Context: an optimization exercise on an open-source flow, tuned for small area. The choices shown serve that exercise and are no tape-out recipe.
Only simulation tests tie the RTL to the original design; equivalence was not proved.
The clock input has no modelled driver; a real chip could not lean on it and would need a root buffer or a full tree.
Power figures rest on the tool's default switching activity, not on a simulated workload.

==> flow/design.v (excerpt) <==
module drvAd56x3
   #( parameter SIGN_A = "UNSIGNED",  
                SIGN_B = "UNSIGNED",
                DATA_WIDTH    = 14,   
                SCLK_DIVIDER  = 2,    
                SYNC_DURATION = 5)    
    (input logic                     clk,
     input logic                     reset,
     input  logic            [2 : 0] avsAdr,
     input  logic                    avsWr,
     input  logic           [15 : 0] avsWrData,
     input  logic                    avsRd,
     output logic           [15 : 0] avsRdData,
     input  logic                    asiValid0,
     input  logic [DATA_WIDTH-1 : 0] asiData0,
     output logic                    asiRdy0,
     input  logic                    asiValid1,
     input  logic [DATA_WIDTH-1 : 0] asiData1,
     output logic                    asiRdy1,
     output logic                    dacSync,
     output logic                    dacSclk,
     output logic                    dacDin);
For scale: about 770 cells after synthesis, ~150 flip-flops.
Settings: LEC_CHECK=0, CAP_MARGIN=20, CORE_MARGIN=2, CORE_UTILIZATION=40, SLEW_MARGIN=20; clock period 10.0 ns.
run.sh (not shown) runs the stock make flow with config.mk's settings and CLKGATE_MAP_FILE= SYNTH_SCRIPT=/design/flow/synth_recipe.tcl, a recipe that flattens the netlist after the stock synthesis.
==> next run, changes <==
==> flow/flow/run.sh (new file) <==
#!/bin/bash
# Own layout flow: the standard synthesis with an area-oriented ABC script
# (only the ABC mapping script differs), then the standard ORFS layout with
# buf_1 port buffers. Each tool's output goes to a log file in this folder.
set -euo pipefail
W=$PWD
rm -rf "$W/synscripts"
cp -r "$FLOW_HOME/scripts" "$W/synscripts"
cp "$W/flow/abc_area.script" "$W/synscripts/abc_speed.script"
bash standard.sh SCRIPTS_DIR="$W/synscripts" synth > "$W/synth.log" 2>&1
bash standard.sh 'BUFFER_PORTS_ARGS=-buffer_cell sky130_fd_sc_hd__buf_1' finish > "$W/layout.log" 2>&1
==> flow/flow/abc_area.script (new file) <==
strash
ifraig
dc2
dch -f
amap -m -F 4 -A 8
topo
==> flow/standard.sh (new file) <==
#!/bin/bash
# synth_recipe.tcl (not shown) runs the flow's synth.tcl, then flattens the netlist and writes it again
# the make line also repeats each setting of config.mk as NAME=value (left out here)
make -C /OpenROAD-flow-scripts/flow DESIGN_CONFIG=/design/flow/config.mk WORK_HOME=/design/flow/orfs CLKGATE_MAP_FILE= SYNTH_SCRIPT=/design/flow/synth_recipe.tcl "${@:-finish}"
--- a/flow/config.mk
+++ b/flow/config.mk
@@ -6,6 +6,7 @@
 export NUM_CORES = 4
 export LEC_CHECK = 0
-export CAP_MARGIN = 20
+export CAP_MARGIN = 0
 export CORE_MARGIN = 2
 export CORE_UTILIZATION = 40
-export SLEW_MARGIN = 20
+export CTS_BUF_LIST = sky130_fd_sc_hd__clkbuf_8
+export SLEW_MARGIN = 0
removed: flow/run.sh
Effect: Clock-buffer cell count goes down by 5; wire length went down by 6.3%; die area decreases by 13%; power decreases by 13%; via count came out higher by 2.3%; sequential power drops by about 0.9%.

## job 8233
drvAd56x3, a different RTL version from the one above (not shown whole).
Size in the first run: about 150 flip-flops, roughly 0.0063 mm2 of cells after synthesis.
Design drvAd56x3, start of the top module:
module drvAd56x3
   #( parameter SIGN_A = "UNSIGNED",  
                SIGN_B = "UNSIGNED",
                DATA_WIDTH    = 14,   
                SCLK_DIVIDER  = 2,    
                SYNC_DURATION = 5)    
    (input logic                     clk,
     input logic                     reset,
     input  logic            [2 : 0] avsAdr,
     input  logic                    avsWr,
     input  logic           [15 : 0] avsWrData,
     input  logic                    avsRd,
     output logic           [15 : 0] avsRdData,
     input  logic                    asiValid0,
     input  logic [DATA_WIDTH-1 : 0] asiData0,
     output logic                    asiRdy0,
     input  logic                    asiValid1,
     input  logic [DATA_WIDTH-1 : 0] asiData1,
     output logic                    asiRdy1,
     output logic                    dacSync,
     output logic                    dacSclk,
     output logic                    dacDin);
export LEC_CHECK = 0
export CAP_MARGIN = 20
export CORE_MARGIN = 2
export CORE_UTILIZATION = 60
export GPL_TIMING_DRIVEN = 0
export SLEW_MARGIN = 20
create_clock -name core_clock -period 10.0 [get_ports {clk}]
standard.sh (not shown) runs the stock make flow with config.mk's settings and CLKGATE_MAP_FILE= SYNTH_SCRIPT=/design/flow/synth_recipe.tcl, a recipe that flattens the netlist after the stock synthesis.
==> flow/flow/run.sh <==
#!/bin/bash
# Own layout flow. Synthesis is the standard synthesis with two changes to
# the combinational mapping only: ripple-carry adders (lcu_ripple.v) and an
# area-oriented ABC script. Layout is the standard ORFS flow with buf_1 port
# buffers and, in place of TritonCTS, a two-level clock tree (mycts.tcl): one
# root buffer driving 8 leaf buffers, each driving one cluster of flip-flops.
# Each tool's output goes to its own log file.
set -euo pipefail
W=$PWD
rm -rf "$W/synscripts"
cp -r "$FLOW_HOME/scripts" "$W/synscripts"
cp "$W/flow/abc_area.script" "$W/synscripts/abc_speed.script"
python3 - "$W/synscripts/cts.tcl" "$W/flow/mycts.tcl" <<'PY'
import sys
p, tree = sys.argv[1], sys.argv[2]
s = open(p).read()
old = "log_cmd clock_tree_synthesis {*}$cts_args\n"
assert old in s
s = s.replace(old, "source %s\nmy_clock_tree 8 sky130_fd_sc_hd__clkbuf_8 sky130_fd_sc_hd__clkbuf_8\n" % tree)
open(p, "w").write(s)
PY
# Layout steps: keep repair from using buffers and inverters larger than size 4
for f in floorplan.tcl global_place.tcl resize.tcl global_route.tcl \
         repair_timing_post_place.tcl cts.tcl; do
  sed -i 's/^\( *\)set_dont_use \$::env(DONT_USE_CELLS)$/&\n\1set_dont_use [list sky130_fd_sc_hd__buf_6 sky130_fd_sc_hd__buf_8 sky130_fd_sc_hd__buf_12 sky130_fd_sc_hd__buf_16 sky130_fd_sc_hd__bufbuf_8 sky130_fd_sc_hd__bufbuf_16 sky130_fd_sc_hd__bufinv_8 sky130_fd_sc_hd__bufinv_16 sky130_fd_sc_hd__inv_6 sky130_fd_sc_hd__inv_8 sky130_fd_sc_hd__inv_12 sky130_fd_sc_hd__inv_16 sky130_fd_sc_hd__clkinv_8 sky130_fd_sc_hd__clkinv_16 sky130_fd_sc_hd__clkbuf_16]/' "$W/synscripts/$f"
done
bash standard.sh SCRIPTS_DIR="$W/synscripts" \
  "SYNTH_OPERATIONS_ARGS=-extra-map $W/flow/lcu_ripple.v" \
  synth > "$W/synth.log" 2>&1
bash standard.sh SCRIPTS_DIR="$W/synscripts" \
  'BUFFER_PORTS_ARGS=-buffer_cell sky130_fd_sc_hd__buf_1' \
  finish > "$W/layout.log" 2>&1
Other scripts of this flow, unchanged in this note and not shown: flow/flow/abc_area.script, flow/flow/lcu_ripple.v, flow/flow/mycts.tcl
No stage failed in job 8233, and the final checks on the layout all came back clean.
Relative to job 8233, the following input files were edited for job 1028:
- swapping 60 for 40 in CORE_UTILIZATION
==> run summary <==
- Looking only at clock share of power, and setting everything else aside, the higher value of job 1028 and job 8233 goes to job 1028.
- Summary of job 1028 over job 8233: power shows an increase of about 0.5%; hold slack dropped 0.0099 ns.
Input changes introduced in job 9036 (baseline for comparison: job 1028):
-- flow/flow/run.sh --
<<< job 1028, line 20
open(p, "w").write(s)
PY
# Layout steps: keep repair from using buffers and inverters larger than size 4
for f in floorplan.tcl global_place.tcl resize.tcl global_route.tcl \
         repair_timing_post_place.tcl cts.tcl; do
  sed -i 's/^\( *\)set_dont_use \$::env(DONT_USE_CELLS)$/&\n\1set_dont_use [list sky130_fd_sc_hd__buf_6 sky130_fd_sc_hd__buf_8 sky130_fd_sc_hd__buf_12 sky130_fd_sc_hd__buf_16 sky130_fd_sc_hd__bufbuf_8 sky130_fd_sc_hd__bufbuf_16 sky130_fd_sc_hd__bufinv_8 sky130_fd_sc_hd__bufinv_16 sky130_fd_sc_hd__inv_6 sky130_fd_sc_hd__inv_8 sky130_fd_sc_hd__inv_12 sky130_fd_sc_hd__inv_16 sky130_fd_sc_hd__clkinv_8 sky130_fd_sc_hd__clkinv_16 sky130_fd_sc_hd__clkbuf_16]/' "$W/synscripts/$f"
done
bash standard.sh SCRIPTS_DIR="$W/synscripts" \
  "SYNTH_OPERATIONS_ARGS=-extra-map $W/flow/lcu_ripple.v" \
>>> job 9036, line 20
open(p, "w").write(s)
PY
bash standard.sh SCRIPTS_DIR="$W/synscripts" \
  "SYNTH_OPERATIONS_ARGS=-extra-map $W/flow/lcu_ripple.v" \
Number of failing hold endpoints at the final stage of job 1028 is on par with job 9036. | remaining max-slew budget at the tightest pin | lower: job 1028 |. Clock skew essentially unchanged between job 9036 and job 1028. Job 9036 ends up with lower portion of total power attributed to sequential cells than job 1028 does. [job 9036] path length in cells of the critical path rose 1 relative to job 1028.
Changes in job 2388 relative to job 9036:
-- flow/flow/run.sh --
<<< job 9036, line 4
# area-oriented ABC script. Layout is the standard ORFS flow with buf_1 port
# buffers and, in place of TritonCTS, a two-level clock tree (mycts.tcl): one
# root buffer driving 8 leaf buffers, each driving one cluster of flip-flops.
# Each tool's output goes to its own log file.
set -euo pipefail
>>> job 2388, line 4
# area-oriented ABC script. Layout is the standard ORFS flow with buf_1 port
# buffers and, in place of TritonCTS, a two-level clock tree (mycts.tcl): one
# root buffer driving 9 leaf buffers, each driving one cluster of flip-flops.
# Each tool's output goes to its own log file.
set -euo pipefail
<<< job 9036, line 17
old = "log_cmd clock_tree_synthesis {*}$cts_args\n"
assert old in s
s = s.replace(old, "source %s\nmy_clock_tree 8 sky130_fd_sc_hd__clkbuf_8 sky130_fd_sc_hd__clkbuf_8\n" % tree)
open(p, "w").write(s)
PY
>>> job 2388, line 17
old = "log_cmd clock_tree_synthesis {*}$cts_args\n"
assert old in s
s = s.replace(old, "source %s\nmy_clock_tree 9 sky130_fd_sc_hd__clkbuf_8 sky130_fd_sc_hd__clkbuf_8\n" % tree)
open(p, "w").write(s)
PY
[summary]
Result for job 9036 and job 2388: all clean. Final-layout worst hold slack delta (job 9036 -> job 2388): insignificant. Job 2388 and job 9036 ended up with roughly the same number of nets in the final layout. Looking only at total chip power, and setting everything else aside, the lower value of job 9036 and job 2388 goes to job 9036. Job 9036 tops out at a lower clock frequency than job 2388. On period utilization, the lower figure sits with job 2388, not job 9036. | maximum ir drop on the vdd rail | job 2388 vs job 9036 | about 30% higher |. [diff] vias after detailed routing, job 2388 relative to job 9036: improvement. Diff job 2388..job 9036 | logic depth of the worst setup path including buffers | unchanged. Global-route usage of job 9036 is on par with job 2388. Delta (job 2388 minus job 9036): setup slack went up by 0.026 ns; arrival time at the worst endpoint went down by 0.02 ns.
In every run of this note, the design's own scripts or RTL, not TritonCTS, make the clock network.

-- static timing again, ports no longer ideal --
How much do the figures lean on ideal ports? The routed layouts below were timed once more, with nothing changed but the port constraints. Step 1 assumes that a clkbuf_16 drives the clock port and a buf_2 every other input. Step 2 also shifts input and output timing later by t, the mid clock arrival at the registers, as if the neighbouring blocks saw the same clock. a / b / c = ideal / step 1 / step 2; a / b = the first two.
run	shift t [ns]	slack for setup (ns)	worst setup path at the end	latest minus earliest clock arrival (ns)	worst data-port slew with drivers (ns)
the first run of note 1	0.473	5.417 / 5.370 / 5.778	input to register	0.010 / 0.009	0.04
the second run of note 1	0.504	5.328 / 5.340 / 4.836	input to register	0.014 / 0.014	0.04
job 8233	0.432	2.189 / 2.189 / 2.189	register to register	0.028 / 0.028	0.05
job 1028	0.435	2.303 / 2.303 / 2.303	register to register	0.025 / 0.025	0.04
job 9036	0.440	2.239 / 2.239 / 2.239	register to register	0.021 / 0.021	0.04
job 2388	0.448	2.265 / 2.265 / 2.265	register to register	0.020 / 0.021	0.03
After both steps setup and hold are still met in every run listed. The setup slack of the second run of note 1, which loses most, moves by +0.012 ns with the drivers and by -0.492 ns with both steps.
